Context: an optimization exercise on an open-source flow, tuned for small area, a short achievable clock period and few clock cycles per item. The choices shown serve that exercise and are no tape-out recipe. At most, simulation tests tie the RTL to the original design; equivalence was not proved. For runs 5 and 6, only the layout was checked, not whether the RTL still works. No activity file was given, so power comes from the tool's default toggle rates.

==> flow/design.v <==
module unidad_math (
    input  logic        clk,
    input  logic        rst_n,
    input  logic        start,
    input  logic [1:0]  op,        
    input  logic [15:0] a,
    input  logic [15:0] b,
    output logic [31:0] result,
    output logic        done
);
    logic [31:0] R;       
    logic [15:0] A;       
    logic        f_mul, f_div, f_sq, f_bcd;    
    logic        f_sub;                        
    logic [1:0]  op_r;                         
    logic [2:0]  cnt;
    logic        busy;
    logic [18:0] X, P, Q2, Q3, S1, S2, S3, cs_s, cs_c;
    logic        sub;
    assign sub = f_sub;
    always_comb begin
        X = {3'b000, R[31:16]};
        if (f_div) X = {1'b0, R[31:14]};
        if (f_sq)  X = {8'd0, R[22:16], A[15:12]};
    end
    always_comb begin
        if (f_sq) begin
            P  = ~{8'd0, R[7:0], 3'b001};
            Q2 = ~{7'd0, R[7:0], 4'b0100};
            Q3 = ~{7'd0, R[7:0], 4'b1000};
        end else if (f_div) begin
            P  = {3'b111, A};
            Q2 = {2'b11, A, 1'b1};
            Q3 = {2'b11, A, 1'b1};
        end else begin
            P  = {3'b000, A & {16{R[0]}}};
            Q2 = {2'b00, A & {16{R[1]}}, 1'b0};
            Q3 = {2'b00, A & {16{R[1]}}, 1'b0};
        end
    end
    assign S1   = X + P  + {18'd0, sub};
    assign S2   = X + Q2 + {18'd0, sub};
    assign cs_s = X ^ P ^ Q3;
    assign cs_c = {((X[17:0] & P[17:0]) | (X[17:0] & Q3[17:0]) | (P[17:0] & Q3[17:0])), sub};
    assign S3   = cs_s + cs_c + {18'd0, sub};
    logic [1:0]  d_q;
    logic [15:0] d_r;
    always_comb begin
        if (!S3[18])      begin d_q = 2'd3; d_r = S3[15:0]; end
        else if (!S2[18]) begin d_q = 2'd2; d_r = S2[15:0]; end
        else if (!S1[18]) begin d_q = 2'd1; d_r = S1[15:0]; end
        else              begin d_q = 2'd0; d_r = X[15:0];  end
    end
    function automatic logic [3:0] add3(input logic [3:0] d);
        logic ge5;
        ge5 = d[3] | (d[2] & (d[1] | d[0]));
        add3 = {ge5,
                (d[2] & ~d[1] & ~d[0]) | (d[3] & d[0]),
                (~d[2] & d[1]) | (d[1] & d[0]) | (d[3] & ~d[0]),
                d[0] ^ ge5};
    endfunction
    function automatic logic [19:0] dabble(input logic [19:0] d, input logic bit_in);
        dabble = {d[18:16], add3(d[15:12]), add3(d[11:8]), add3(d[7:4]), add3(d[3:0]), bit_in};
    endfunction
    logic [19:0] b_d;
    always_comb begin
        b_d = R[19:0];
        for (int i = 0; i < 4; i++) b_d = dabble(b_d, A[15 - i]);
    end
    logic [1:0] l_dq, l_dr;
    always_comb begin
        l_dq = 2'd0; l_dr = a[15:14];
        if (b[15:2] == 14'd0)
            case (b[1:0])
                2'd0: begin l_dq = 2'd3;              l_dr = a[15:14]; end
                2'd1: begin l_dq = a[15:14];          l_dr = 2'd0; end
                2'd2: begin l_dq = {1'b0, a[15]};     l_dr = {1'b0, a[14]}; end
                default: begin l_dq = {1'b0, &a[15:14]}; l_dr = &a[15:14] ? 2'd0 : a[15:14]; end
            endcase
    end
    logic [1:0] l_sq;
    logic [2:0] l_sr;
    always_comb begin
        if (a[15:12] >= 4'd9)      begin l_sq = 2'd3; l_sr = 3'(a[15:12] - 4'd9); end
        else if (a[15:12] >= 4'd4) begin l_sq = 2'd2; l_sr = 3'(a[15:12] - 4'd4); end
        else if (a[15:12] >= 4'd1) begin l_sq = 2'd1; l_sr = 3'(a[15:12] - 4'd1); end
        else                       begin l_sq = 2'd0; l_sr = 3'd0; end
    end
    logic [3:0] l_b;
    assign l_b = add3({1'b0, a[15:13]});
    always_ff @(posedge clk) begin
        if (!rst_n) begin
            busy <= 1'b0;
            done <= 1'b0;
        end else begin
            done <= busy && !start && cnt == 3'd0;
            if (start)              busy <= 1'b1;
            else if (cnt == 3'd0)   busy <= 1'b0;
        end
    end
    always_ff @(posedge clk) begin
        cnt <= cnt - 3'd1;
        if (start) begin
            f_mul <= op == 2'd0;
            f_div <= op == 2'd1;
            f_sq  <= op == 2'd2;
            f_bcd <= op == 2'd3;
            f_sub <= op == 2'd1 || op == 2'd2;
            op_r  <= op;
            case (op)
                2'd0: begin R <= {16'd0, b};                    A <= a;               cnt <= 3'd7; end
                2'd1: begin R <= {14'd0, l_dr, a[13:0], l_dq};  A <= ~b;              cnt <= 3'd6; end
                2'd2: begin R <= {13'd0, l_sr, 14'd0, l_sq};    A <= {a[11:0], 4'd0}; cnt <= 3'd2; end
                default: begin R <= {27'd0, l_b, a[12]};        A <= {a[11:0], 4'd0}; cnt <= 3'd2; end
            endcase
        end else begin
            case (op_r)
                2'd0: R <= {S3[17:0], R[15:2]};
                2'd1: R <= {d_r, R[13:0], d_q};
                2'd2: R <= {9'd0, (cnt == 3'd0) ? 7'd0 : d_r[6:0], 8'd0, R[5:0], d_q};
                default: R <= {12'd0, b_d};
            endcase
            if (op_r[1]) A <= {A[11:0], 4'd0};
        end
    end
    assign result = R;
endmodule
==> flow/flow/run.sh <==
#!/bin/bash
# The standard layout, with the port buffers as plain buf_4 cells instead of
# the delay-cell buffers buffer_ports picks by default.
set -euo pipefail
export BUFFER_PORTS_ARGS="-buffer_cell sky130_fd_sc_hd__buf_4"
bash standard.sh > standard.log 2>&1
==> flow/standard.sh <==
#!/bin/bash
# synth_recipe.tcl (not shown) runs the flow's synth.tcl, then flattens the netlist and writes it again
# the make line also repeats each setting of config.mk as NAME=value (left out here)
make -C /OpenROAD-flow-scripts/flow DESIGN_CONFIG=/design/flow/config.mk WORK_HOME=/design/flow/orfs CLKGATE_MAP_FILE= SYNTH_SCRIPT=/design/flow/synth_recipe.tcl "${@:-finish}"
==> flow/config.mk <==
export PLATFORM = sky130hd
export DESIGN_NAME = unidad_math
export DESIGN_NICKNAME = unidad_math
export VERILOG_FILES = /design/flow/design.v
export SDC_FILE = /design/flow/constraint.sdc
export NUM_CORES = 4
export LEC_CHECK = 0
export ABC_AREA = 1
export CAP_MARGIN = 20
export CORE_MARGIN = 2
export CORE_UTILIZATION = 50
export PLACE_DENSITY = 0.65
export SETUP_SLACK_MARGIN = 4.25
export SLEW_MARGIN = 20
==> flow/constraint.sdc <==
create_clock -name core_clock -period 8.0 [get_ports {clk}]
set_input_delay 1.6000 -clock core_clock [delete_from_list [all_inputs] [get_ports {clk}]]
set_output_delay 1.6000 -clock core_clock [all_outputs]
set_load 0.01 [all_outputs]
==> results of run 1 <==
[layer usage]
layer	track usage (%)	share of wire, %	up-vias
met5	0	0	-
met3	6.03	9.1	150
met4	24.2	7.2	0
li1	-	-	4536
met2	56.4	45	565
met1	45.6	39	4405
[stage by stage]
| stage | area (µm²) | setup slack (ns) | utilization (%) | total power [mW] | instances |
|---|---|---|---|---|---|
| CTS | 9850 | 4.23 | 62.2 | 3.48 | 1580 |
| global route | 10500 | 3.97 | 66.2 | 4.16 | 1612 |
| global placement | 8720 | 2.83 | 55.1 | 2.82 | 1523 |
| detailed placement | 8720 | 2.73 | 55.1 | 2.82 | 1523 |
| floorplan | 8070 | 4.33 | - | 2.16 | 1272 |
| finish | 10500 | 4.12 | 66.2 | 3.91 | 1612 |
[registers in the layout, indices dropped and copies added (netlist names)]
name,flops
cnt,3
done,1
A,16
f_sub,1
f_sq,1
f_div,1
R,32
op_r,2
busy,1
[worst max-delay path: cells and delay by family, from the launching register on]
kind | cells | cell delay [ns]
flops | 1 | 0.46
compound gates | 2 | 0.25
fa+ha+maj | 2 | 0.84
simple gates | 11 | 1.02
buf+inv | 9 | 1.16
[power by group through the flow]
stage	combinational (mW)	sequential, mW	clock [mW]
final	3.04	0.477	0.389
after global routing	3.28	0.480	0.403
after CTS	2.62	0.473	0.389
after detailed placement	2.34	0.478	0
after global placement	2.34	0.479	0
after floorplan	1.71	0.453	0
[cells in the mapped netlist (all sizes together), types with 3 or more instances]
master,instances
o21a,4
fa,22
o2111ai,4
edfxtp,21
a21o,4
nand2,319
o21bai,13
o211ai,7
a32oi,9
nand4,12
xor2,24
o21ai,121
and2,3
a31oi,3
a21oi,119
xnor2,14
dfxtp,37
clkbuf,23
a22oi,11
nand3,67
ha,60
inv,214
or2,8
o22ai,41
nor2,62
o31ai,4
nor3,10
a221oi,3
buf,14
a211oi,3
o221ai,7
clkinv,3
[how the worst max path moves through the flow]
stage / depth (start not counted) / from / end / slack (ns)
finish: 24 / f_div / R[30] / 4.12
global route: 23 / f_div / R[29] / 3.97
CTS: 22 / f_sq / R[16] / 4.23
detailed placement: 22 / f_sq / R[16] / 2.73
global placement: 22 / f_sq / R[16] / 2.83
floorplan: 16 / f_div / R[30] / 4.33
[layout make-up]
cell class,instances,share of cell area (%)
Sequential cell,58,13.1
Clock inverter,6,0.513
Multi-Input combinational cell,963,62.2
Tap cell,216,2.58
Timing Repair Buffer,140,11.0
Inverter,217,8.13
Timing Repair inverter,2,0.155
Clock buffer,10,2.28
[what timing repair did]
action,CTS,global route
setup buffers,38,29
cloned,3,3
pin swaps,19,60
endpoints found under the setup margin,18,18
gates resized for setup,102,87
[logic make-up after synthesis]
logic type | after synthesis | share of synthesized area, %
simple gates | 482 | 25.8
compound gates | 358 | 26.2
buf+inv | 254 | 12.1
fa+ha+maj | 82 | 14.8
flops | 58 | 17.0
xor+xnor | 38 | 4.13
==> results.yml, run 1 <==
worst_setup_path:
  crit_fanout: 6
  worstPathCellList: "buf_6 -> nor2_4 -> clkinvlp_4 -> buf_12 -> o22ai_4 -> inv_2 -> fa_1 -> inv_2 -> ha_4 -> nand2_2 -> inv_2 -> nand3_4 -> nor2_4 -> nand4_1 -> nand3_2 -> nand2_4 -> nand2_4 -> clkinvlp_4 -> buf_12 -> buf_4 -> nand2_1 -> nand2_1 -> nand2_1 -> a21oi_2"
  crit_arrival_ns: 4.09
  path_class: "flip-flop to flip-flop"
  critPathMaxStageDelay_ns: 0.57
  critPathCaptureType: "flip-flop"
  r2r_end: "R[30]"
  crit_required_ns: 8.21
  reg2regPathDepth: 24
  r2r-start: "f_div"
  slowest_stage: "fa_1"
  r2r_setup_slack_ns: 4.12
  crit_path_start_kind: "flip-flop"
synthesis:
  avgSynthCellArea_um2: 6.34
  ys.flop_type: "dfxtp_1"
  seq_area_frac_synth_pct: 17.0
  yosys.area.top_type: "nand2_1"
  yosysTopAreaCellShare_pct: 13.9
  synthTopCellsByArea: "nand2_1 (14%), ha_1 (9.3%), inv_1 (9.2%), dfxtp_1 (9.2%), edfxtp_1 (7.8%)"
  syn_nets: 1391
  synth.cell_area_um2: 8070
  synthArstFlopShare_pct: 0
  ys_ff_latch: 58
  synth_edf_count: 21
  yosys_warnings: 1
  ys_types: 53
  syn-instance-count: 1272
finish:
  nFillCells: 1444
  seqCellArea_um2: 1380
  num_antenna_cells: 0
  multi_input_area_um2: 6520
  area_growth_pct: 29.9
  drive_gt1_share_pct: 25.0
  mostFrequentLayoutCell: "nand2_1"
  final_cell_mix: "nand2_1 (286), inv_1 (178), buf_4 (125), a21oi_1 (101), o21ai_0 (81)"
  final_nets: 1510
sta:
  setup_violations: 0
  relSlewSlack_pct: 44.6
  rsz0062_at_grt: "true"
  fin_crit_sh_pct: 48.5
  max_freq_mhz: 258
  hold_viol_final: 0
  whs_ns: 0.451
  period_minus_slack_ns: 3.88
  skew_ns: 0.0122
  worst_pin_slew_ns: 0.827
  drv_slew: 0
  finalSetupTns_ns: 0
clocking:
  path_clk_slew_ns: 0.05
  clock-root-buffer: "clkbuf_16"
  cts_sinks: 58
  insertion_delay_ns: 0.35
  numCtsBuffers: 9
  cts_buffer_depth: 2
  hold_buffers: 0
  h-tree-depth: 3
  tritoncts: "built"
global_routing:
  antenna_found_initial: 0
  grt_max_degree: 44
  grt_overflow: 0
  grt_pass1_wl_um: 46200
  grt_usage_pct: 36.0
  grt_pass1_vias: 8430
floorplan:
  die_x_um: 131
  fp.coreArea_um2: 15800
  start_util_pct: 51.0
  ioPinCount: 70
  die_area_um2: 17200
  rows: 46
  die_h_um: 131
power_and_ir_drop:
  p_sw_share_pct: 53.1
  power_frac_clock_pct: 9.9
  seq_power_share_pct: 12.2
  power.switching_mw: 2.08
  leakage_nw: 4.91
  ir_drop_v: 0.000174
  p_int_mw: 1.83
  power_frac_comb_pct: 77.8
  p_per_area_nw_per_um2: 373
hold_path:
  hp-start: "cnt[0]"
  hold_path_depth: 1
  hold_end: "cnt[0]"
  hp-class: "flip-flop to flip-flop"
placement:
  gp_congestion: 1.01
  portBuffers: 69
  dp_hpwl_um: 24400
drt:
  detail_route.vias_per_cell: 5.99
  wl_per_cell_um: 20.2
  first_iter_violations: 934
  finalWirelength_um: 32600
  postRouteAntennaNets: 0
  vias: 9656
  first_pass_iters: 6
  route.detailed.drc: 0
flow_run:
  cap_violations: 0
status:
  status: "finished clean"
Testbench counts, summed over its fixed seeds: cycles 134,524, items 16,000.
==> inputs of run 2 (changes only) <==
--- a/flow/config.mk
+++ b/flow/config.mk
@@ -8,7 +8,7 @@
 export ABC_AREA = 1
 export CAP_MARGIN = 20
 export CORE_MARGIN = 2
-export CORE_UTILIZATION = 50
-export PLACE_DENSITY = 0.65
-export SETUP_SLACK_MARGIN = 4.25
+export CORE_UTILIZATION = 45
+export PLACE_DENSITY = 0.6
+export SETUP_SLACK_MARGIN = 4
 export SLEW_MARGIN = 20
==> run 2 against run 1 <==
  * Power down 10%
  * Non-clock buffer count down 28
  * Wire length down 6.5%
  * Combinational power down 13%
  * Count of clock-buffer cells in the layout up 4
  * Clock power up 5.1%
  * Via count down 5.5%
  * Cell area down 6.4%
  * Synthesized area unchanged
  * Global-route usage down 4.2 points
  * Sequential share of layout area up 0.86 points
  * Critical endpoint is now R[21]
==> results.yml, run 2 <==
status:
  status: "finished clean"
global_routing:
  antenna_found_initial: 0
  grt_max_degree: 45
  grt_overflow: 0
  grt_usage_pct: 31.9
  grt_pass1_vias: 8363
  grt_pass1_wl_um: 45600
worst_setup_path:
  crit_path_start_kind: "flip-flop"
  reg2regPathDepth: 20
  crit_arrival_ns: 4.08
  path_class: "flip-flop to flip-flop"
  critPathCaptureType: "flip-flop"
  crit_required_ns: 8.22
  crit_fanout: 23
sta:
  setup_violations: 0
  skew_ns: 0.00595
  fin_crit_sh_pct: 48.3
  max_freq_mhz: 259
  drv_slew: 0
  hold_viol_final: 0
  period_minus_slack_ns: 3.87
  relSlewSlack_pct: 34.1
  whs_ns: 0.436
  finalSetupTns_ns: 0
  rsz0062_at_grt: "true"
  worst_pin_slew_ns: 0.985
synthesis:
  synthArstFlopShare_pct: 0
  synth_most_common_cell: "nand2_1"
  synthTopCellsByArea: "nand2_1 (14%), ha_1 (9.3%), inv_1 (9.2%), dfxtp_1 (9.2%), edfxtp_1 (7.8%)"
  seq_area_frac_synth_pct: 17.0
  syn-instance-count: 1272
  synth.cell_area_um2: 8070
  ys_top_cells_by_count: "nand2_1 (298), inv_1 (198), a21oi_1 (118), o21ai_0 (93), nor2_1 (61)"
  ys_types: 53
  synth_edf_count: 21
  yosysTopAreaCellShare_pct: 13.9
  syn_nets: 1391
  ys_ff_latch: 58
  yosys_warnings: 1
  ys.flop_type: "dfxtp_1"
  avgSynthCellArea_um2: 6.34
  yosys.area.top_type: "nand2_1"
power_and_ir_drop:
  seq_power_share_pct: 13.3
  p_per_area_nw_per_um2: 357
  finalPower_mw: 3.51
  p_sw_share_pct: 54.1
  power_frac_comb_pct: 75.1
  power_frac_clock_pct: 11.7
  ir_drop_v: 0.000158
  power.switching_mw: 1.90
  p_int_mw: 1.61
  leakage_nw: 4.67
placement:
  dp_hpwl_um: 23600
  portBuffers: 69
  gp_congestion: 0.994
finish:
  nFillCells: 1752
  num_antenna_cells: 0
  area_growth_pct: 21.6
  largest_reg_flops: 32
  drive_gt1_share_pct: 18.8
  reg_top3: "R x32, A x16, cnt x3"
  mostFrequentLayoutCell: "nand2_1"
  final_cell_mix: "nand2_1 (293), inv_1 (188), a21oi_1 (111), buf_4 (109), o21ai_0 (89)"
  regMostFlops: "R"
  final_nets: 1479
  final_util_pct: 56.3
drt:
  finalWirelength_um: 30500
  first_pass_iters: 6
  route.detailed.drc: 0
  wl_per_cell_um: 19.2
  detail_route.vias_per_cell: 5.74
  vias: 9125
  first_iter_violations: 962
  postRouteAntennaNets: 0
floorplan:
  ioPinCount: 70
  die_h_um: 138
  start_util_pct: 46.3
  fp.coreArea_um2: 17400
  die_area_um2: 19000
  die_x_um: 138
  rows: 48
clocking:
  insertion_delay_ns: 0.35
  tritoncts: "built"
  cts_sinks: 58
  clock-root-buffer: "clkbuf_16"
  path_clk_slew_ns: 0.06
  cts_buffer_depth: 2
  numCtsBuffers: 9
  h-tree-depth: 3
hold_path:
  hp-class: "flip-flop to flip-flop"
  hold_path_depth: 1
flow_run:
  cap_violations: 0
==> run 2: critical path, stage by stage, from the launching register on <==
cell and delay [ns]:
edfxtp_1 0.52, inv_1 0.13, nor2_4 0.18, inv_4 0.14
o21a_1 0.24, inv_1 0.11, fa_1 0.25, inv_1 0.07
fa_1 0.41, inv_1 0.13, nand3_1 0.14, nand2_4 0.16
nand2_1 0.10, nand2_1 0.08, nand2_1 0.08, nand2_4 0.15
clkinv_8 0.14, o21ai_0 0.33, nor2_1 0.08, o211ai_1 0.19
a21oi_1 0.09
==> run 2: final cells by class <==
type / instances / area, µm² / area share [%]
tap: 225 / 282 / 2.87
clock inverter: 2 / 35.0 / 0.357
clock buffer: 14 / 265 / 2.70
multi-input combinational: 961 / 6150 / 62.6
sequential: 58 / 1370 / 14.0
timing repair inverter: 1 / 7.51 / 0.0765
timing repair buffer: 112 / 852 / 8.69
inverter: 217 / 851 / 8.67
==> run 2: cells by family after synthesis <==
kind of cell	count (synthesis)	synth area share [%]
and+or+nand+nor	482	25.8
adders and majority gates	82	14.8
xor gates and xnor gates	38	4.13
DFF	58	17.0
buffers and inverters	254	12.1
AOI/OAI and AO/OA	358	26.2
==> run 2: final timing paths <==
kind	start	endpoint	slack, ns
setup / recovery	f_div	R[21]	4.13
hold / removal	cnt[0]	cnt[0]	0.44
setup reg to reg	f_div	R[21]	4.13
hold reg to reg	cnt[0]	cnt[0]	0.44
==> run 2: repair_timing <==
action                                  CTS  global route
gates resized for setup                  45            54
hold endpoints to repair                  0             0
endpoints found under the setup margin   18            18
cloned                                    1             1
pin swaps                                 3            13
buffers inserted                         21            19
hold buffers                              0             0
==> run 2: per-stage QoR <==
step,setup slack (ns),cell area (µm²),instances
after floorplan,4.33,8070,1272
after global placement,2.46,8730,1532
after detailed placement,2.50,8730,1532
after CTS,4.01,9380,1570
after global routing,3.95,9810,1590
final,4.13,9810,1590
==> run 2: power by group through the flow <==
| stage | Combinational (mW) | Clock (mW) | Sequential [mW] |
|---|---|---|---|
| 6_report | 2.63 | 0.409 | 0.465 |
| 5_1_grt | 2.90 | 0.422 | 0.469 |
| 4_1_cts | 2.42 | 0.412 | 0.461 |
| 3_5_place_dp | 2.33 | 0 | 0.469 |
| 3_3_place_gp | 2.34 | 0 | 0.470 |
| 2_1_floorplan | 1.71 | 0 | 0.453 |
==> run 2: routing by layer <==
layer | global-route usage (%) | share of wire [%]
met1 | 44.4 | 45
met2 | 48.9 | 43
met3 | 7.35 | 9.0
met4 | 9.75 | 3.0
met5 | 0 | 0
==> inputs of run 3 (changes only) <==
==> flow/flow/run.sh (replaced) <==
#!/bin/bash
# The standard layout, with the port buffers as plain buf_1 cells instead of
# the delay-cell buffers buffer_ports picks by default.
set -euo pipefail
export BUFFER_PORTS_ARGS="-buffer_cell sky130_fd_sc_hd__buf_1"
bash standard.sh > standard.log 2>&1
==> run 3 against run 2 <==
  * Flip-flop and latch count unchanged
  * Clock power about the same
  * Critical path type unchanged
  * Cell area increased by 1.7%
  * Wire length increased by 2.4%
  * Clock skew increased by 0.0062 ns
  * Worst hold slack improved by 0.019 ns
  * Critical endpoint is now R[23]
  * Count of clock-buffer cells in the layout decreased by 2
  * Critical path depth decreased by 3
  * Final cell count increased by 1.6%
  * Synthesized cell count unchanged
==> results.yml, run 3 <==
sta:
  drv_slew: 0
  rsz0062_at_grt: "true"
  setup_violations: 0
  worst_pin_slew_ns: 0.910
  relSlewSlack_pct: 39.1
  skew_ns: 0.0121
  period_minus_slack_ns: 3.95
  finalSetupTns_ns: 0
  max_freq_mhz: 253
  hold_viol_final: 0
  fin_crit_sh_pct: 49.4
status:
  status: "finished clean"
placement:
  dp_hpwl_um: 23200
  gp_congestion: 0.965
  portBuffers: 69
power_and_ir_drop:
  leakage_nw: 4.58
  p_per_area_nw_per_um2: 365
  ir_drop_v: 0.000144
worst_setup_path:
  crit_path_start_kind: "flip-flop"
  path_class: "flip-flop to flip-flop"
  r2r_end: "R[23]"
  reg2regPathDepth: 17
  r2r_setup_slack_ns: 4.05
  crit_fanout: 14
  crit_arrival_ns: 4.22
  r2r-start: "f_sq"
  critPathCaptureType: "flip-flop"
  crit_required_ns: 8.27
  cp-startpoint: "f_sq"
synthesis:
  syn_nets: 1391
  ys_ff_latch: 58
  syn-instance-count: 1272
  synth_edf_count: 21
  synth.cell_area_um2: 8070
  ys_types: 53
  yosys_warnings: 1
  synthTopCellsByArea: "nand2_1 (14%), ha_1 (9.3%), inv_1 (9.2%), dfxtp_1 (9.2%), edfxtp_1 (7.8%)"
  ys.flop_type: "dfxtp_1"
  ys_top_cells_by_count: "nand2_1 (298), inv_1 (198), a21oi_1 (118), o21ai_0 (93), nor2_1 (61)"
  avgSynthCellArea_um2: 6.34
  yosysTopAreaCellShare_pct: 13.9
  yosys.area.top_type: "nand2_1"
  seq_area_frac_synth_pct: 17.0
  synthArstFlopShare_pct: 0
  synth_most_common_cell: "nand2_1"
clocking:
  cts_buffer_depth: 2
  path_clk_slew_ns: 0.06
  insertion_delay_ns: 0.35
  cts_sinks: 58
  tritoncts: "built"
  numCtsBuffers: 9
  clock-root-buffer: "clkbuf_16"
  hold_buffers: 0
  h-tree-depth: 3
global_routing:
  grt_pass1_wl_um: 45800
  grt_max_degree: 44
  grt_pass1_vias: 8335
  grt_overflow: 0
  grt_usage_pct: 31.8
  antenna_found_initial: 0
drt:
  first_pass_iters: 5
  detail_route.vias_per_cell: 5.82
  wl_per_cell_um: 19.3
  route.detailed.drc: 0
  finalWirelength_um: 31200
  postRouteAntennaNets: 0
  first_iter_violations: 915
  vias: 9407
floorplan:
  die_area_um2: 19000
  rows: 48
  ioPinCount: 70
  start_util_pct: 46.3
  die_h_um: 138
  fp.coreArea_um2: 17400
  die_x_um: 138
finish:
  mostFrequentLayoutCell: "nand2_1"
  num_antenna_cells: 0
  regMostFlops: "R"
  reg_top3: "R x32, A x16, cnt x3"
  area_growth_pct: 23.6
  final_nets: 1505
  final_util_pct: 57.3
  drive_gt1_share_pct: 17.0
  final_cell_mix: "nand2_1 (291), inv_1 (182), a21oi_1 (107), o21ai_0 (89), buf_1 (68)"
  largest_reg_flops: 32
hold_path:
  hp-class: "flip-flop to flip-flop"
  hp-start: "busy"
  hold_end: "busy"
  hold_path_depth: 2
flow_run:
  cap_violations: 0
[run 3: repair_timing]
action                     in CTS  in global routing
resized for setup              42                 93
setup endpoints to repair      18                 18
pin swaps                       2                 23
gates cloned                    2                  4
buffers inserted               11                 48
[run 3: kinds of logic after synthesis]
logic type | share of synthesized area (%)
xor+xnor | 4.13
simple gates | 25.8
compound gates | 26.2
flops | 17.0
buf+inv | 12.1
fa+ha+maj | 14.8
[run 3: power by group]
group / internal [mW] / leakage, nW / switching (mW)
sequential: 0.376 / 0.524 / 0.0878
combinational: 1.03 / 3.91 / 1.73
clock: 0.258 / 0.145 / 0.153
[run 3: metrics by stage]
step | hold WS [ns] | worst slack (ns) | area (µm²) | power, mW | std cells
4_1_cts | 0.457 | 3.97 | 9070 | 3.24 | 1564
2_1_floorplan | 0.411 | 4.33 | 8070 | 2.16 | 1272
5_1_grt | 0.484 | 3.88 | 9970 | 3.93 | 1616
6_report | 0.455 | 4.05 | 9970 | 3.64 | 1616
3_5_place_dp | 0.449 | 2.85 | 8500 | 2.75 | 1535
3_3_place_gp | 0.435 | 2.85 | 8500 | 2.76 | 1535
[run 3: layout make-up]
type                            count  area (µm²)
Tap cell                          225         282
Timing Repair Buffer              136         853
Timing Repair inverter              1        7.51
Multi-Input combinational cell    963        6300
Fill cell                        1725        7440
Clock inverter                      4        50.0
Inverter                          217         855
Clock buffer                       12         256
Sequential cell                    58        1370
[run 3: worst max path at each step]
stage	to	slack [ns]	cells after the start
final	R[23]	4.05	17
after global routing	R[23]	3.88	21
after CTS	R[23]	3.97	16
after detailed placement	R[0]	2.85	18
after global placement	R[0]	2.85	18
after floorplan	R[30]	4.33	16
[run 3: metal layers]
metal,vias up,track usage [%],part of all wire (%)
met1,4368,44.8,45
met4,0,7.60,2.6
met3,69,8.04,9.6
met5,-,0,0
li1,4504,-,-
met2,466,48.9,43
[run 3: worst max-delay path, cell delays in order, from the launching register on]
cell and delay, ns:
edfxtp_1 0.44, buf_12 0.18, buf_12 0.12, nor2_4 0.13
inv_4 0.14, o21a_1 0.24, fa_1 0.48, fa_1 0.51
o21ai_4 0.32, nand3_1 0.19, nand2_1 0.13, nand2_2 0.10
nand2_4 0.17, clkinvlp_4 0.11, buf_4 0.19, nor2_1 0.13
o211ai_1 0.11, a21oi_1 0.16
==> inputs of run 4 (changes only) <==
==> flow/flow/run.sh (replaced) <==
#!/bin/bash
# The standard layout, with the port buffers as plain buf_2 cells instead of
# the delay-cell buffers buffer_ports picks by default.
set -euo pipefail
export BUFFER_PORTS_ARGS="-buffer_cell sky130_fd_sc_hd__buf_2"
bash standard.sh > standard.log 2>&1
==> run 4 against run 3 <==
  * Critical path depth rose by 4
  * Count of clock-buffer cells in the layout grew 2
  * Final cell count fell by 1.4%
  * Combinational power down 5%
  * Wire length down 3.0%
  * Critical path type unchanged
  * Largest cell class unchanged
==> results.yml, run 4 <==
status:
  status: "finished clean"
synthesis:
  yosysTopAreaCellShare_pct: 13.9
  ys_ff_latch: 58
  synthTopCellsByArea: "nand2_1 (14%), ha_1 (9.3%), inv_1 (9.2%), dfxtp_1 (9.2%), edfxtp_1 (7.8%)"
  synth_top_family_by_area: "compound AO/OA/AOI/OAI gates"
  synthAdderAreaFrac_pct: 14.8
  synth.cell_area_um2: 8070
  synthMuxAreaShare_pct: 0
  ys.flop_type: "dfxtp_1"
  syn_nets: 1391
  synthArstFlopShare_pct: 0
  avgSynthCellArea_um2: 6.34
  ys_types: 53
  synth_edf_count: 21
  synth-compound-area-share_pct: 26.2
  synth-xor-area-share_pct: 4.13
  synthSimpleGateAreaFrac_pct: 25.8
  yosys.area.top_type: "nand2_1"
  synth_most_common_cell: "nand2_1"
  syn-instance-count: 1272
  yosys_warnings: 1
  ys_top_cells_by_count: "nand2_1 (298), inv_1 (198), a21oi_1 (118), o21ai_0 (93), nor2_1 (61)"
  seq_area_frac_synth_pct: 17.0
sta:
  relSlewSlack_pct: 37.0
  drv_slew: 0
  hold_viol_final: 0
  worst_pin_slew_ns: 0.944
  setup_violations: 0
  fin_crit_sh_pct: 49.0
  whs_ns: 0.446
  period_minus_slack_ns: 3.92
  rsz0062_at_grt: "true"
  skew_ns: 0.0139
  max_freq_mhz: 255
  finalSetupTns_ns: 0
finish:
  final_util_pct: 55.7
  largest_reg_flops: 32
  reg_top3: "R x32, A x16, cnt x3"
  drive_gt1_share_pct: 18.9
  regMostFlops: "R"
  fin_cells: 1594
  mostFrequentLayoutCell: "nand2_1"
  area_growth_pct: 20.2
  final_cell_mix: "nand2_1 (292), inv_1 (191), a21oi_1 (108), o21ai_0 (80), buf_2 (70)"
  final_nets: 1482
drt:
  vias: 9175
  postRouteAntennaNets: 0
  finalWirelength_um: 30300
  first_iter_violations: 770
  detail_route.vias_per_cell: 5.76
  wl_per_cell_um: 19.0
  first_pass_iters: 5
  route.detailed.drc: 0
placement:
  dp.cells: 1533
  gp_congestion: 0.972
  dp_hpwl_um: 23300
  portBuffers: 69
floorplan:
  ioPinCount: 70
  rows: 48
  die_x_um: 138
  die_h_um: 138
  start_util_pct: 46.3
  fp.coreArea_um2: 17400
  die_area_um2: 19000
worst_setup_path:
  crit_required_ns: 8.26
  crit_arrival_ns: 4.18
  crit_path_start_kind: "flip-flop"
  critPathCaptureType: "flip-flop"
  path_class: "flip-flop to flip-flop"
  crit_fanout: 11
power_and_ir_drop:
  p_per_area_nw_per_um2: 362
  power_frac_clock_pct: 11.6
  leakage_nw: 4.69
  p_int_mw: 1.60
  power.switching_mw: 1.91
  seq_power_share_pct: 13.2
  power_frac_comb_pct: 75.2
  ir_drop_v: 0.000169
  p_sw_share_pct: 54.4
  finalPower_mw: 3.51
hold_path:
  hp-class: "flip-flop to flip-flop"
clocking:
  numCtsBuffers: 9
  clock-root-buffer: "clkbuf_16"
  insertion_delay_ns: 0.35
  h-tree-depth: 3
  path_clk_slew_ns: 0.05
  tritoncts: "built"
  cts_buffer_depth: 2
  cts_sinks: 58
  hold_buffers: 0
global_routing:
  antenna_found_initial: 1
  grt_pass1_wl_um: 45300
  grt_usage_pct: 31.4
  grt_pass1_vias: 8224
  grt_max_degree: 44
  grt_overflow: 0
flow_run:
  cap_violations: 0
==> run 4: repair_timing <==
action | 4_1_cts | 5_1_grt
setup endpoints to repair | 18 | 18
endpoints found under the hold margin | 0 | 0
cloned | 3 | 2
pin swaps | 3 | 16
setup buffers | 14 | 25
gates resized for setup | 40 | 69
==> run 4: kinds of logic (layout without fill, tap and decap cells) <==
family / Yosys count / in the layout
XOR/XNOR: 38 / 38
other: 0 / 1
buffers and inverters: 254 / 348
AO/OA/AOI/OAI: 358 / 358
flip-flops: 58 / 58
adder cells (fa/ha/maj): 82 / 82
AND/OR/NAND/NOR: 482 / 484
==> run 4: power groups by stage <==
stage          clock network (mW)  logic (mW)  registers [mW]
2_1_floorplan                   0        1.71           0.453
3_3_place_gp                    0        2.31           0.461
3_5_place_dp                    0        2.30           0.461
4_1_cts                     0.408        2.41           0.457
5_1_grt                     0.419        2.91           0.467
6_report                    0.409        2.64           0.462
==> run 4: critical path, cell delays in order (launching register included) <==
cell	delay, ns
edfxtp_1	0.44
buf_12	0.18
buf_4	0.14
clkinvlp_4	0.22
nor2_2	0.09
a21oi_1	0.37
fa_1	0.49
inv_1	0.07
ha_1	0.27
nand2_1	0.11
inv_1	0.09
a21oi_1	0.18
nand2_1	0.08
nand2_1	0.08
nand4_1	0.13
buf_4	0.19
nand2_8	0.07
clkinvlp_4	0.14
buf_12	0.16
a21oi_1	0.14
nand2_1	0.07
a21oi_1	0.12
==> run 4: final timing paths <==
check / startpoint / end / slack (ns) / depth (start not counted)
setup / recovery: f_sq / R[31] / 4.08 / 21
hold / removal: cnt[0] / cnt[0] / 0.45 / 1
setup reg to reg: f_sq / R[31] / 4.08 / 21
hold reg to reg: cnt[0] / cnt[0] / 0.45 / 1
==> run 4: area by class of cell <==
cell class                 count  area, µm²
inverter                     217        853
multi-input combinational    962       6100
tap                          225        282
sequential                    58       1370
timing repair inverter         1       7.51
antenna                        1       2.50
fill                        1787       7720
timing repair buffer         114        779
clock buffer                  14        265
clock inverter                 2       35.0
==> run 4: stage by stage <==
step | cell area [µm²] | setup WS [ns]
final | 9700 | 4.08
after global routing | 9690 | 3.86
after CTS | 9190 | 3.99
after detailed placement | 8570 | 2.73
after global placement | 8570 | 2.77
after floorplan | 8070 | 4.33
==> run 4: routing by layer <==
layer	wire length, µm	part of all wire [%]	GRT usage [%]
met3	2580	8.5	4.93
met1	14000	46	46.2
met5	0	0	0
met4	700	2.3	8.16
met2	13100	43	47.7
==> inputs of run 5 (changes only) <==
--- a/flow/design.v
+++ b/flow/design.v
@@ -11,33 +11,16 @@
     logic [31:0] R;       
     logic [15:0] A;       
     logic        f_mul, f_div, f_sq, f_bcd;    
-    logic        f_sub;                        
-    logic [1:0]  op_r;                         
+    logic        g0, g1;   
     logic [2:0]  cnt;
     logic        busy;
     logic [18:0] X, P, Q2, Q3, S1, S2, S3, cs_s, cs_c;
     logic        sub;
-    assign sub = f_sub;
-    always_comb begin
-        X = {3'b000, R[31:16]};
-        if (f_div) X = {1'b0, R[31:14]};
-        if (f_sq)  X = {8'd0, R[22:16], A[15:12]};
-    end
-    always_comb begin
-        if (f_sq) begin
-            P  = ~{8'd0, R[7:0], 3'b001};
-            Q2 = ~{7'd0, R[7:0], 4'b0100};
-            Q3 = ~{7'd0, R[7:0], 4'b1000};
-        end else if (f_div) begin
-            P  = {3'b111, A};
-            Q2 = {2'b11, A, 1'b1};
-            Q3 = {2'b11, A, 1'b1};
-        end else begin
-            P  = {3'b000, A & {16{R[0]}}};
-            Q2 = {2'b00, A & {16{R[1]}}, 1'b0};
-            Q3 = {2'b00, A & {16{R[1]}}, 1'b0};
-        end
-    end
+    assign sub = f_div | f_sq;
+    assign X  = f_mul ? {3'b000, R[31:16]} : {1'b0, R[31:14]};
+    assign P  = {{3{sub}}, A & {16{g0}}};
+    assign Q2 = {{2{sub}}, A[15:3] & {13{g1}}, f_sq ? 4'b1011 : {A[2:0] & {3{g1}}, sub}};
+    assign Q3 = {{2{sub}}, A[15:3] & {13{g1}}, f_sq ? 4'b0111 : {A[2:0] & {3{g1}}, sub}};
     assign S1   = X + P  + {18'd0, sub};
     assign S2   = X + Q2 + {18'd0, sub};
     assign cs_s = X ^ P ^ Q3;
@@ -105,22 +88,23 @@
             f_div <= op == 2'd1;
             f_sq  <= op == 2'd2;
             f_bcd <= op == 2'd3;
-            f_sub <= op == 2'd1 || op == 2'd2;
-            op_r  <= op;
+            g0    <= op != 2'd0 || b[0];
+            g1    <= op != 2'd0 || b[1];
             case (op)
                 2'd0: begin R <= {16'd0, b};                    A <= a;               cnt <= 3'd7; end
                 2'd1: begin R <= {14'd0, l_dr, a[13:0], l_dq};  A <= ~b;              cnt <= 3'd6; end
-                2'd2: begin R <= {13'd0, l_sr, 14'd0, l_sq};    A <= {a[11:0], 4'd0}; cnt <= 3'd2; end
+                2'd2: begin R <= {11'd0, l_sr, a[11:0], 6'd0};  A <= ~{11'd0, l_sq, 3'b001}; cnt <= 3'd2; end
                 default: begin R <= {27'd0, l_b, a[12]};        A <= {a[11:0], 4'd0}; cnt <= 3'd2; end
             endcase
         end else begin
-            case (op_r)
-                2'd0: R <= {S3[17:0], R[15:2]};
-                2'd1: R <= {d_r, R[13:0], d_q};
-                2'd2: R <= {9'd0, (cnt == 3'd0) ? 7'd0 : d_r[6:0], 8'd0, R[5:0], d_q};
-                default: R <= {12'd0, b_d};
-            endcase
-            if (op_r[1]) A <= {A[11:0], 4'd0};
+            g0 <= !f_mul || R[2];
+            g1 <= !f_mul || R[3];
+            if (f_mul)      R <= {S3[17:0], R[15:2]};
+            else if (f_div) R <= {d_r, R[13:0], d_q};
+            else if (f_sq)  R <= (cnt == 3'd0) ? {24'd0, ~A[8:3], d_q} : {d_r[13:0], R[13:0], 4'd0};
+            else            R <= {12'd0, b_d};
+            if (f_sq)       A <= {A[15:11], A[8:3], ~d_q, A[2:0]};
+            else if (f_bcd) A <= {A[11:0], 4'd0};
         end
     end
     assign result = R;
==> flow/flow/run.sh (replaced) <==
#!/bin/bash
# The standard layout, with the port buffers as plain buf_4 cells instead of
# the delay-cell buffers buffer_ports picks by default.
set -euo pipefail
export BUFFER_PORTS_ARGS="-buffer_cell sky130_fd_sc_hd__buf_4"
bash standard.sh > standard.log 2>&1
--- a/flow/config.mk
+++ b/flow/config.mk
@@ -5,7 +5,6 @@
 export SDC_FILE = /design/flow/constraint.sdc
 export NUM_CORES = 4
 export LEC_CHECK = 0
-export ABC_AREA = 1
 export CAP_MARGIN = 20
 export CORE_MARGIN = 2
 export CORE_UTILIZATION = 45
==> run 5 against run 4 <==
  * Maximum frequency shrank 1.8%
  * Largest power group unchanged
  * Highest routed layer unchanged
  * Power grew 25%
  * Non-clock buffer count grew 14
==> results.yml, run 5 <==
worst_setup_path:
  cpMostUsedCell: "buf_6"
  crit_family: "compound AO/OA/AOI/OAI gates"
  reg2regPathDepth: 16
  critPathMaxStageDelay_ns: 0.49
  critPathCaptureType: "flip-flop"
  path_class: "flip-flop to flip-flop"
  crit_arrival_ns: 4.26
  crit_buf_inv: 4
  r2r_setup_slack_ns: 4.01
  r2r-start: "f_mul"
  cp-startpoint: "f_mul"
  worstPathCellList: "buf_6 -> buf_6 -> clkbuf_16 -> mux2_2 -> fa_1 -> ha_4 -> o21ai_0 -> nand2b_1 -> o2111ai_2 -> or2_4 -> o211a_4 -> buf_4 -> nor2_8 -> o211a_1 -> o21ai_1 -> a41oi_1"
  crit_required_ns: 8.27
  crit_fanout: 9
  r2r_end: "R[19]"
  crit_path_start_kind: "flip-flop"
  slowest_stage: "fa_1"
synthesis:
  ys_top_cells_by_count: "a21oi_1 (113), nor2_1 (98), nand2_1 (91), o21ai_0 (91), clkbuf_1 (68)"
  seq_area_frac_synth_pct: 14.6
  ys_ff_latch: 59
  synth_edf_count: 20
  synth-compound-area-share_pct: 36.0
  yosys_warnings: 1
  synthSimpleGateAreaFrac_pct: 20.5
  avgSynthCellArea_um2: 7.34
  synthArstFlopShare_pct: 0
  synth-xor-area-share_pct: 4.45
  synth.cell_area_um2: 9440
  synthTopCellsByArea: "dfxtp_1 (8.3%), ha_1 (7.2%), edfxtp_1 (6.4%), a21oi_1 (6.0%), o21ai_0 (4.8%)"
  yosysTopAreaCellShare_pct: 8.27
  synth_top_family_by_area: "compound AO/OA/AOI/OAI gates"
  syn_nets: 1396
  synth_most_common_cell: "a21oi_1"
  ys.flop_type: "dfxtp_1"
  syn-instance-count: 1286
  ys_types: 91
  synthMuxAreaShare_pct: 6.15
  yosys.area.top_type: "dfxtp_1"
  synthAdderAreaFrac_pct: 11.6
finish:
  largest_reg_flops: 32
  seqCellArea_um2: 1390
  final_util_pct: 56.0
  num_antenna_cells: 0
  multi_input_area_um2: 8010
  area_growth_pct: 21.2
  final_cell_mix: "buf_4 (115), a21oi_1 (103), nor2_1 (95), nand2_1 (89), o21ai_0 (84)"
  nFillCells: 1942
  drive_gt1_share_pct: 20.8
  mostFrequentLayoutCell: "buf_4"
  final_nets: 1449
  reg_top3: "R x32, A x16, cnt x3"
  regMostFlops: "R"
floorplan:
  die_x_um: 149
  fp.coreArea_um2: 20400
  die_h_um: 149
  ioPinCount: 70
  die_area_um2: 22200
  start_util_pct: 46.2
  rows: 52
drt:
  detail_route.vias_per_cell: 6.78
  route.detailed.drc: 0
  wl_per_cell_um: 23.3
  postRouteAntennaNets: 0
  finalWirelength_um: 37600
  first_iter_violations: 1012
  first_pass_iters: 6
  vias: 10900
power_and_ir_drop:
  power.switching_mw: 2.29
  p_per_area_nw_per_um2: 383
  p_int_mw: 2.09
  power_frac_comb_pct: 77.4
  power_frac_clock_pct: 10.2
  leakage_nw: 4.74
  p_sw_share_pct: 52.3
  ir_drop_v: 0.000167
  finalPower_mw: 4.38
  seq_power_share_pct: 12.4
hold_path:
  hold_end: "done"
  hold_path_depth: 2
  hp-start: "busy"
  hp-class: "flip-flop to flip-flop"
flow_run:
  cap_violations: 0
sta:
  whs_ns: 0.441
  hold_viol_final: 0
  max_freq_mhz: 250
  skew_ns: 0.00988
  period_minus_slack_ns: 3.99
  fin_crit_sh_pct: 49.9
  rsz0062_at_grt: "true"
  relSlewSlack_pct: 36.3
  worst_pin_slew_ns: 0.945
  finalSetupTns_ns: 0
  setup_violations: 0
  drv_slew: 0
global_routing:
  grt_pass1_vias: 9887
  antenna_found_initial: 0
  met1_usage_pct: 45.6
  grt_use_met2_pct: 51.3
  grt_max_degree: 55
  met3_usage_pct: 5.20
  top_usage_layer: "met2"
  grt_usage_pct: 32.7
  grt_overflow: 0
  grt_pass1_wl_um: 56500
clocking:
  insertion_delay_ns: 0.35
  cts_sinks: 59
  h-tree-depth: 3
  hold_buffers: 0
  clock-root-buffer: "clkbuf_16"
  tritoncts: "built"
  cts_buffer_depth: 2
  numCtsBuffers: 9
  path_clk_slew_ns: 0.06
placement:
  gp_congestion: 0.948
  portBuffers: 69
  dp_hpwl_um: 27300
status:
  status: "finished clean"
==> run 5: cell count changes after synthesis, moves of 18 or more <==
cell	previous run	this run
a21o_1	4	29
a31oi_1	3	27
and2_1	3	29
clkbuf_1	23	68
inv_1	198	66
mux2i_1	0	42
nand2_1	298	91
nand2_2	19	1
nand3_1	59	40
nor2_1	61	98
nor2b_1	0	22
nor3_1	9	32
o211ai_1	7	28
o22ai_1	40	14
==> run 5: worst reg2reg max path, cell delays in order, from the launching register on <==
cell and delay [ns]:
edfxtp_1 0.45, buf_6 0.16, buf_6 0.12, clkbuf_16 0.15, mux2_2 0.32, fa_1 0.49
ha_4 0.31, o21ai_0 0.08, nand2b_1 0.18, o2111ai_2 0.21, or2_4 0.30, o211a_4 0.30
buf_4 0.17, nor2_8 0.17, o211a_1 0.20, o21ai_1 0.07, a41oi_1 0.23
==> run 5: metal layers <==
metal | wire, µm | part of all wire [%] | vias up
met5 | 0 | 0 | -
met4 | 1190 | 3.2 | 0
met3 | 3750 | 10 | 93
li1 | - | - | 4995
met2 | 17000 | 45 | 651
met1 | 15700 | 42 | 5202
==> run 5: stage by stage <==
stage          area [µm²]  setup WS, ns  instances
5_1_grt             11400          3.89       1614
3_3_place_gp        10000          3.03       1547
3_5_place_dp        10000          2.89       1547
2_1_floorplan        9440          4.00       1286
4_1_cts             10800          4.00       1582
6_report            11400          4.01       1614
==> run 5: kinds of logic (layout without fill, tap and decap cells) <==
logic type,count (synthesis),after routing
DFF,59,59
xor gates and xnor gates,48,48
muxes,56,56
adders and majority gates,77,77
buffers and inverters,158,215
and+or+nand+nor,392,392
AOI/OAI and AO/OA,496,497
==> run 5: worst max-delay path by stage <==
| stage | endpoint | slack [ns] | cells past startpoint |
|---|---|---|---|
| detailed placement | R[29] | 2.89 | 13 |
| CTS | R[29] | 4.00 | 14 |
| finish | R[19] | 4.01 | 16 |
| floorplan | R[28] | 4.00 | 16 |
| global placement | R[17] | 3.03 | 15 |
| global route | R[29] | 3.89 | 18 |
==> run 5: layout make-up <==
type	instances	area share, %
Sequential cell	59	12.2
Timing Repair Buffer	128	9.57
Clock inverter	5	0.558
Multi-Input combinational cell	1070	70.0
Tap cell	270	2.95
Clock buffer	11	2.41
Inverter	71	2.37
==> run 5: what timing repair did <==
action,4_1_cts,5_1_grt
gates cloned,2,2
gates resized for setup,54,92
pin swaps,5,19
endpoints found under the setup margin,20,19
setup buffers,17,30
==> run 5: power groups by stage <==
stage	clock, mW	combinational (mW)	sequential, mW
3_5_place_dp	0	2.71	0.538
3_3_place_gp	0	2.71	0.539
5_1_grt	0.456	3.62	0.548
2_1_floorplan	0	2.01	0.453
4_1_cts	0.445	2.90	0.533
6_report	0.449	3.39	0.544
==> inputs of run 6 (changes only) <==
--- a/flow/design.v
+++ b/flow/design.v
@@ -10,22 +10,27 @@
 );
     logic [31:0] R;       
     logic [15:0] A;       
-    logic        f_mul, f_div, f_sq, f_bcd;    
-    logic        g0, g1;   
+    logic        f_mul, f_div, f_sq, f_sub;    
     logic [2:0]  cnt;
     logic        busy;
     logic [18:0] X, P, Q2, Q3, S1, S2, S3, cs_s, cs_c;
-    logic        sub;
-    assign sub = f_div | f_sq;
     assign X  = f_mul ? {3'b000, R[31:16]} : {1'b0, R[31:14]};
-    assign P  = {{3{sub}}, A & {16{g0}}};
-    assign Q2 = {{2{sub}}, A[15:3] & {13{g1}}, f_sq ? 4'b1011 : {A[2:0] & {3{g1}}, sub}};
-    assign Q3 = {{2{sub}}, A[15:3] & {13{g1}}, f_sq ? 4'b0111 : {A[2:0] & {3{g1}}, sub}};
-    assign S1   = X + P  + {18'd0, sub};
-    assign S2   = X + Q2 + {18'd0, sub};
+    assign P  = {{3{f_sub}}, A};
+    assign Q2 = {{2{f_sub}}, A[15:3], f_sq ? 4'b1011 : {A[2:0], f_sub}};
+    assign Q3 = {{2{f_sub}}, A[15:3], f_sq ? 4'b0111 : {A[2:0], f_sub}};
+    assign S1   = X + P  + {18'd0, f_sub};
+    assign S2   = X + Q2 + {18'd0, f_sub};
     assign cs_s = X ^ P ^ Q3;
-    assign cs_c = {((X[17:0] & P[17:0]) | (X[17:0] & Q3[17:0]) | (P[17:0] & Q3[17:0])), sub};
-    assign S3   = cs_s + cs_c + {18'd0, sub};
+    assign cs_c = {((X[17:0] & P[17:0]) | (X[17:0] & Q3[17:0]) | (P[17:0] & Q3[17:0])), f_sub};
+    assign S3   = cs_s + cs_c + {18'd0, f_sub};
+    logic [17:0] m_hi;
+    always_comb
+        case (R[1:0])
+            2'd0: m_hi = X[17:0];
+            2'd1: m_hi = S1[17:0];
+            2'd2: m_hi = S2[17:0];
+            default: m_hi = S3[17:0];
+        endcase
     logic [1:0]  d_q;
     logic [15:0] d_r;
     always_comb begin
@@ -87,24 +92,20 @@
             f_mul <= op == 2'd0;
             f_div <= op == 2'd1;
             f_sq  <= op == 2'd2;
-            f_bcd <= op == 2'd3;
-            g0    <= op != 2'd0 || b[0];
-            g1    <= op != 2'd0 || b[1];
+            f_sub <= op == 2'd1 || op == 2'd2;
             case (op)
-                2'd0: begin R <= {16'd0, b};                    A <= a;               cnt <= 3'd7; end
-                2'd1: begin R <= {14'd0, l_dr, a[13:0], l_dq};  A <= ~b;              cnt <= 3'd6; end
-                2'd2: begin R <= {11'd0, l_sr, a[11:0], 6'd0};  A <= ~{11'd0, l_sq, 3'b001}; cnt <= 3'd2; end
-                default: begin R <= {27'd0, l_b, a[12]};        A <= {a[11:0], 4'd0}; cnt <= 3'd2; end
+                2'd0: begin R <= {16'd0, b};                         A <= a;               cnt <= 3'd7; end
+                2'd1: begin R <= {14'd0, l_dr, a[13:0], l_dq};       A <= ~b;              cnt <= 3'd6; end
+                2'd2: begin R <= {11'd0, l_sr, a[11:0], 6'd0};       A <= ~{11'd0, l_sq, 3'b001}; cnt <= 3'd2; end
+                default: begin R <= {27'd0, l_b, a[12]};             A <= {a[11:0], 4'd0}; cnt <= 3'd2; end
             endcase
         end else begin
-            g0 <= !f_mul || R[2];
-            g1 <= !f_mul || R[3];
-            if (f_mul)      R <= {S3[17:0], R[15:2]};
+            if (f_mul)      R <= {m_hi, R[15:2]};
             else if (f_div) R <= {d_r, R[13:0], d_q};
             else if (f_sq)  R <= (cnt == 3'd0) ? {24'd0, ~A[8:3], d_q} : {d_r[13:0], R[13:0], 4'd0};
             else            R <= {12'd0, b_d};
             if (f_sq)       A <= {A[15:11], A[8:3], ~d_q, A[2:0]};
-            else if (f_bcd) A <= {A[11:0], 4'd0};
+            else if (!f_mul && !f_div) A <= {A[11:0], 4'd0};
         end
     end
     assign result = R;
==> flow/run.sh (new file) <==
#!/bin/bash
# synth_recipe.tcl (not shown) runs the flow's synth.tcl, then flattens the netlist and writes it again
# the make line also repeats each setting of config.mk as NAME=value (left out here)
make -C /OpenROAD-flow-scripts/flow DESIGN_CONFIG=/design/flow/config.mk WORK_HOME=/design/flow/orfs CLKGATE_MAP_FILE= SYNTH_SCRIPT=/design/flow/synth_recipe.tcl finish
removed: flow/flow/run.sh
removed: flow/standard.sh
==> run 6 against run 5 <==
  * Still clean
  * Non-clock buffer count stayed put
  * Register-to-register slack worse by 0.09 ns
  * Critical path depth down 1
  * Clock skew shrank 0.0012 ns
  * Count of clock-buffer cells in the layout decreased by 1
  * First-iteration DRC count up 40%
  * Flip-flop and latch count fell by 2
  * Die area rose by 2.2%
  * Wire length is 2.1% higher
  * Critical endpoint unchanged
  * Highest routed layer unchanged
==> results.yml, run 6 <==
synthesis:
  ys_top_cells_by_count: "a21oi_1 (135), nand2_1 (117), o21ai_0 (88), nor2_1 (84), inv_1 (66)"
  ys_ff_latch: 57
  synthArstFlopShare_pct: 0
  ys_types: 92
  synth_edf_count: 20
  yosys_warnings: 1
  synth_most_common_cell: "a21oi_1"
  synth.cell_area_um2: 9650
  ys.flop_type: "dfxtp_1"
  yosys.area.top_type: "ha_1"
  avgSynthCellArea_um2: 7.42
  syn-instance-count: 1301
  seq_area_frac_synth_pct: 13.9
  synthTopCellsByArea: "ha_1 (7.8%), dfxtp_1 (7.7%), a21oi_1 (7.0%), edfxtp_1 (6.2%), o21ai_0 (4.6%)"
  yosysTopAreaCellShare_pct: 7.78
  syn_nets: 1418
power_and_ir_drop:
  power.switching_mw: 2.26
  p_int_mw: 2.00
  power_frac_comb_pct: 78.6
  seq_power_share_pct: 12.0
  ir_drop_v: 0.000176
  p_sw_share_pct: 53.0
  leakage_nw: 4.58
  p_per_area_nw_per_um2: 361
  power_frac_clock_pct: 9.4
global_routing:
  met1_usage_pct: 48.3
  met3_usage_pct: 7.00
  grt_usage_pct: 32.8
  grt_max_degree: 67
  top_usage_layer: "met1"
  grt_pass1_vias: 9772
  antenna_found_initial: 1
  grt_overflow: 0
  grt_pass1_wl_um: 57200
  grt_use_met2_pct: 47.6
worst_setup_path:
  crit_path_start_kind: "flip-flop"
  crit_fanout: 8
  critPathCaptureType: "flip-flop"
  path_class: "flip-flop to flip-flop"
  crit_required_ns: 8.20
  crit_arrival_ns: 4.28
finish:
  seqCellArea_um2: 1350
  final_util_pct: 56.1
  final_nets: 1468
  drive_gt1_share_pct: 16.0
  regMostFlops: "R"
  nFillCells: 2029
  largest_reg_flops: 32
  multi_input_area_um2: 8300
  reg_top3: "R x32, A x16, cnt x3"
  area_growth_pct: 22.2
  mostFrequentLayoutCell: "a21oi_1"
  fin_cells: 1632
  final_cell_mix: "a21oi_1 (121), nand2_1 (115), o21ai_0 (83), nor2_1 (83), clkdlybuf4s50_1 (68)"
floorplan:
  ioPinCount: 70
  fp.coreArea_um2: 21000
  rows: 53
  die_h_um: 150
  die_area_um2: 22600
  die_x_um: 150
  start_util_pct: 45.9
sta:
  fin_crit_sh_pct: 51.0
  skew_ns: 0.00868
  finalSetupTns_ns: 0
  drv_slew: 0
  period_minus_slack_ns: 4.08
  worst_pin_slew_ns: 0.961
  finalWorstSetupSlack_ns: 3.92
  max_freq_mhz: 245
  relSlewSlack_pct: 35.9
  rsz0062_at_grt: "true"
  setup_violations: 0
  hold_viol_final: 0
clocking:
  insertion_delay_ns: 0.34
  tritoncts: "built"
  cts_sinks: 57
  h-tree-depth: 3
  cts_buffer_depth: 2
  clock-root-buffer: "clkbuf_16"
  hold_buffers: 0
  path_clk_slew_ns: 0.05
  numCtsBuffers: 9
placement:
  dp.cells: 1566
  portBuffers: 69
  gp_congestion: 0.976
  dp_hpwl_um: 27600
  dp_slack_ns: 2.69
drt:
  vias: 11100
  detail_route.vias_per_cell: 6.82
  postRouteAntennaNets: 0
  first_iter_violations: 1412
  finalWirelength_um: 38400
  route.detailed.drc: 0
  first_pass_iters: 9
  wl_per_cell_um: 23.5
status:
  status: "finished clean"
hold_path:
  hp-class: "flip-flop to flip-flop"
flow_run:
  cap_violations: 0
==> run 6: cell count changes in the layout (fill, tap and decap cells not counted), sizes merged, moves of 16 or more <==
cell / before / now
mux2i: 43 / 23
and2: 29 / 9
buf: 126 / 57
nor2: 101 / 85
a21oi: 113 / 136
nand2: 92 / 117
clkdlybuf4s50: 0 / 68
==> run 6: worst max-delay path, cell delays in order, from the launching register on <==
cell and delay (ns):
edfxtp_1 0.46, buf_6 0.16, buf_12 0.13, buf_16 0.14, mux2_4 0.34, fa_1 0.61
ha_4 0.24, a21oi_2 0.12, o21ai_0 0.12, a21oi_2 0.20, a21oi_4 0.09, or3_4 0.47
and2_4 0.25, a311o_1 0.36, nand3_1 0.13, nand3_1 0.12
==> run 6: cell families after synthesis <==
group           count (synthesis)  share of synthesized area (%)
compound gates                522                           37.2
xor+xnor                       55                           4.99
fa+ha+maj                      86                           12.6
buf+inv                       163                           7.02
flops                          57                           13.9
mux                            44                           5.81
simple gates                  374                           18.5
==> run 6: power by group through the flow <==
stage / registers [mW] / clock network (mW) / logic (mW)
after floorplan: 0.446 / 0 / 2.06
after global placement: 0.506 / 0 / 2.78
after detailed placement: 0.503 / 0 / 2.77
after CTS: 0.502 / 0.401 / 2.94
after global routing: 0.521 / 0.415 / 3.59
final: 0.512 / 0.400 / 3.35
==> run 6: repair_timing <==
item,4_1_cts,5_1_grt
resized for setup,60,80
cloned,4,2
buffers inserted,8,35
pin swaps,8,41
endpoints found under the setup margin,23,29
==> run 6: layer usage <==
metal  wire length (µm)  up-vias
met5                  0        -
met4               1310        0
met3               4070      107
met2              16300      673
met1              16700     5283
li1                   -     5068
==> run 6: final cells by class <==
cell class                      instances  share of cell area (%)
Clock inverter                          6                   0.573
Inverter                               71                    2.35
Tap cell                              275                    2.92
Antenna cell                            1                  0.0212
Clock buffer                           10                    2.03
Sequential cell                        57                    11.4
Timing Repair Buffer                  128                    10.4
Multi-Input combinational cell       1084                    70.3
==> run 6: per-stage QoR <==
step / power, mW / cell area [µm²] / hold slack, ns
after CTS: 3.85 / 11100 / 0.436
final: 4.26 / 11800 / 0.435
after global routing: 4.53 / 11800 / 0.463
after detailed placement: 3.28 / 10400 / 0.428
after global placement: 3.28 / 10400 / 0.422
after floorplan: 2.51 / 9700 / 0.415
==> run 6: path summary, 6_finish.rpt <==
kind | start | endpoint | slack, ns | cells past startpoint
max | f_mul | R[19] | 3.92 | 15
min | busy | done | 0.44 | 2
max reg2reg | f_mul | R[19] | 3.92 | 15
min reg2reg | busy | done | 0.44 | 2

-- port drivers added, routing unchanged --
The flow's constraints put no driver on any port. The routed layouts listed below were extracted and timed again, unchanged, in two steps. Step 1 assumes that a clkbuf_16 drives the clock port and a buf_2 every other input. Step 2 times the ports against the registers' clock, not the clock port: input delays grow and output delays shrink by t, the midpoint of the rising clock arrivals with the driver on. Three values: no drivers, after step 1, after step 2; two values: the first two.
run	t, ns	setup WS [ns]	hold WS [ns]	worst setup path after step 2	worst data-port slew with drivers (ns)
run 1	0.385	4.122 / 4.122 / 4.122	0.451 / 0.451 / 0.451	register to register	0.04
run 2	0.387	4.134 / 4.134 / 4.134	0.436 / 0.436 / 0.436	register to register	0.03
run 3	0.383	4.049 / 4.049 / 4.049	0.455 / 0.455 / 0.455	register to register	0.04
run 4	0.374	4.077 / 4.077 / 4.077	0.446 / 0.446 / 0.446	register to register	0.03
run 5	0.385	4.006 / 4.006 / 3.680	0.441 / 0.441 / 0.441	input to register	0.04
run 6	0.377	3.918 / 3.918 / 3.918	0.435 / 0.435 / 0.435	register to register	0.04
After both steps every run listed still meets setup and hold. For run 5, which loses most, drivers alone change the setup slack by 0.000 ns; drivers and shift together by -0.326 ns.
